Context: an optimization exercise on an open-source flow, tuned for small area. The choices shown serve that exercise and are no tape-out recipe. In this exercise RTL edits were held to simulation tests only and were not proved equivalent to the original. Power figures rest on the tool's default switching activity, not on a simulated workload.

// pulse_gen
module pulse_gen
(
	input wire clk, rst,
	input wire instr_fifo_empty,
	input wire [31:0] instr_fifo_data,
	output wire instr_fifo_read,
	input wire pulse_fifo_empty,
	input wire [31:0] pulse_fifo_data,
	output wire pulse_fifo_read,
	output wire [255:0] m_axis_tdata,
	output wire m_axis_tvalid,
	input wire m_axis_tready,
	output wire [255:0] m0_axis_tdata,
	output wire m0_axis_tvalid,
	input wire m0_axis_tready,
	output wire [7:0] state_out,
	output wire busy
);
Settings: LEC_CHECK=0, CAP_MARGIN=0, CORE_MARGIN=2, CORE_UTILIZATION=30, SLEW_MARGIN=0; clock period 10.0 ns.
standard.sh (not shown) runs the stock make flow with config.mk's settings and CLKGATE_MAP_FILE= SYNTH_SCRIPT=/design/flow/synth_recipe.tcl, a recipe that flattens the netlist after the stock synthesis.
==> flow/flow/run.sh <==
#!/bin/bash
# The standard layout (standard.sh), with four changes that only size cells:
#  - synthesis maps logic with an area-oriented ABC script (flow/area_synth.tcl);
#  - every port still gets its own buffer, the smallest one (buf_1);
#  - tie cells are not copied per port;
#  - CTS builds the clock tree from clkbuf_8 cells and adds no dummy loads.
set -euo pipefail
here=$(cd "$(dirname "$0")" && pwd)
export BUFFER_PORTS_ARGS="-buffer_cell sky130_fd_sc_hd__buf_1"
export SKIP_REPAIR_TIE_FANOUT=1
export CTS_ARGS="-sink_clustering_enable -repair_clock_nets -dont_use_dummy_load -buf_list sky130_fd_sc_hd__clkbuf_8 -root_buf sky130_fd_sc_hd__clkbuf_8 -sink_clustering_size 24 -sink_clustering_max_diameter 60"
bash standard.sh SYNTH_SCRIPT="$here/area_synth.tcl" finish > standard.log 2>&1
==> flow/flow/area.abc <==
strash; &get -n; &st; &dch; &nf -R 20; &put; topo; dnsize -c
==> flow/flow/area_synth.tcl <==
# The standard synthesis, with ABC mapping the logic by an area-oriented
# script (flow/area.abc) in place of ORFS's speed script. Registers are
# untouched: ABC maps only the combinational logic between them.
set area_abc_script [file join [file dirname [file normalize [info script]]] area.abc]
proc abc {args} {
  set i [lsearch -exact $args -script]
  if {$i >= 0} {
    set args [lreplace $args $i [expr {$i + 1}] -script $::area_abc_script]
  }
  yosys abc {*}$args
}
source [file join [file dirname [file dirname [file normalize [info script]]]] synth_recipe.tcl]
Rerun with:
--- a/flow/flow/run.sh
+++ b/flow/flow/run.sh
@@ -2 +2 @@
-# The standard layout (standard.sh), with four changes that only size cells:
+# The standard layout (standard.sh), with five changes that only size cells:
@@ -6 +6,3 @@
-#  - CTS builds the clock tree from clkbuf_8 cells and adds no dummy loads.
+#  - CTS builds the clock tree from clkbuf_8 cells and adds no dummy loads;
+#  - before placement, gates driving 12 or more pins get the next drive
+#    strength (flow/upsize.tcl), in place of buffers added by repair_design.
@@ -10,0 +13 @@
+export PRE_GLOBAL_PLACE_TCL="$here/upsize.tcl"
==> flow/flow/area.abc (replaced) <==
strash; &get -n; &st; &dch -f; &nf -R 20 -p -F 8 -A 4 -C 32; &put; strash; &get -n; &st; &dch -f; &nf -R 20 -p -F 8 -A 4 -C 32; &put; topo; dnsize -c
==> flow/flow/upsize.tcl (new file) <==
# Before placement: give each logic gate that drives many pins the next drive
# strength up, so that repair_design need not buffer its net.
proc upsize_high_fanout_drivers {min_fanout} {
  set db [ord::get_db]
  set block [ord::get_db_block]
  set n 0
  foreach net [$block getNets] {
    if {[$net getSigType] ne "SIGNAL"} continue
    set iterms [$net getITerms]
    if {[llength $iterms] - 1 < $min_fanout} continue
    foreach it $iterms {
      if {![$it isOutputSignal]} continue
      set inst [$it getInst]
      set m [[$inst getMaster] getName]
      if {[regexp {^sky130_fd_sc_hd__(df|edf|sdf|dl|buf|clk|conb|ha|fa)} $m]} continue
      if {![regexp {^(sky130_fd_sc_hd__\w+)_[01]$} $m -> base]} continue
      set new [$db findMaster ${base}_2]
      if {$new eq "NULL"} continue
      $inst swapMaster $new
      incr n
      puts "upsize: [$inst getName] $m -> ${base}_2 (fanout [expr {[llength $iterms] - 1}])"
    }
  }
  puts "upsized $n high-fanout drivers"
}
upsize_high_fanout_drivers [expr {[info exists ::env(UPSIZE_MIN_FANOUT)] ? $::env(UPSIZE_MIN_FANOUT) : 12}]
Settings changed: PLACE_DENSITY from default to 0.8.
After rerunning: The new run ran to the end with no violations. Core utilization is about the same. Clock power hardly moves. Via count grows by 2.6%. Flip-flop and latch count does not change. Routed wire length grows by 0.69%. Clock-buffer cell count stays the same. Total power shrinks by 2.4%. Worst setup slack gets better by 0.43 ns. Cell count shrinks by 1.7%. Sequential power shrinks by about 0.9%.
Rerun with:
--- a/flow/flow/run.sh
+++ b/flow/flow/run.sh
@@ -2 +2 @@
-# The standard layout (standard.sh), with five changes that only size cells:
+# The standard layout (standard.sh), with four changes that only size cells:
@@ -6,3 +6 @@
-#  - CTS builds the clock tree from clkbuf_8 cells and adds no dummy loads;
-#  - before placement, gates driving 12 or more pins get the next drive
-#    strength (flow/upsize.tcl), in place of buffers added by repair_design.
+#  - CTS builds the clock tree from clkbuf_8 cells and adds no dummy loads.
@@ -13 +10,0 @@
-export PRE_GLOBAL_PLACE_TCL="$here/upsize.tcl"
==> flow/flow/area.abc (replaced) <==
strash; &get -n; &st; &dch; &nf -R 20 -p -F 8 -A 4 -C 32; &put; strash; &get -n; &st; &dch; &nf -R 20 -p -F 8 -A 4 -C 32; &put; topo; dnsize -c
removed: flow/flow/upsize.tcl
- combinational power rises by a few percent
- critical path depth rises by 1
- cell area hardly moves
- area after synthesis barely changes
- setup slack gains 0.050 ns
Rerun with:
Settings changed: PLACE_DENSITY 0.8 to default.
Outcome:
- setup slack is better by 0.16 ns
- clock-buffer cell count is unchanged
- routed wire length rises by 2.3%
- total power stays flat
- global-route usage rises by 0.93 points
- die area stays the same

-- separate check: timing with driven ports --
No port has a modelled driver above. Below, the same layouts with a new extraction and two added sets of constraints.
Step 1 (the two cells are an assumption about what drives the block):
set clk [get_ports {clk}]
set_driving_cell -lib_cell sky130_fd_sc_hd__clkbuf_16 $clk
set_driving_cell -lib_cell sky130_fd_sc_hd__buf_2 [delete_from_list [all_inputs] $clk]
Step 2 adds t to the input delays and takes it off the output delays; t is the mean of the earliest and latest rising clock arrival at the registers after step 1. Input paths then give back, and output paths get back, about the clock's delay inside the block.
a / b / c = ideal / step 1 / step 2; a / b = the first two.
run | shift t [ns] | slack for setup (ns) | worst register clock-pin slew, ns | worst slew at a driven data input, ns | cell pins on the clock port's net
the first run | 0.474 | 1.730 / 1.730 / 1.730 | 0.10 / 0.10 | 0.06 | 1
the second run | 0.480 | 2.159 / 2.159 / 2.159 | 0.09 / 0.09 | 0.09 | 1
the third run | 0.483 | 2.209 / 2.209 / 2.209 | 0.08 / 0.08 | 0.09 | 1
the fourth run | 0.467 | 2.370 / 2.370 / 2.370 | 0.09 / 0.09 | 0.09 | 1
After both steps every run listed still meets setup and hold.
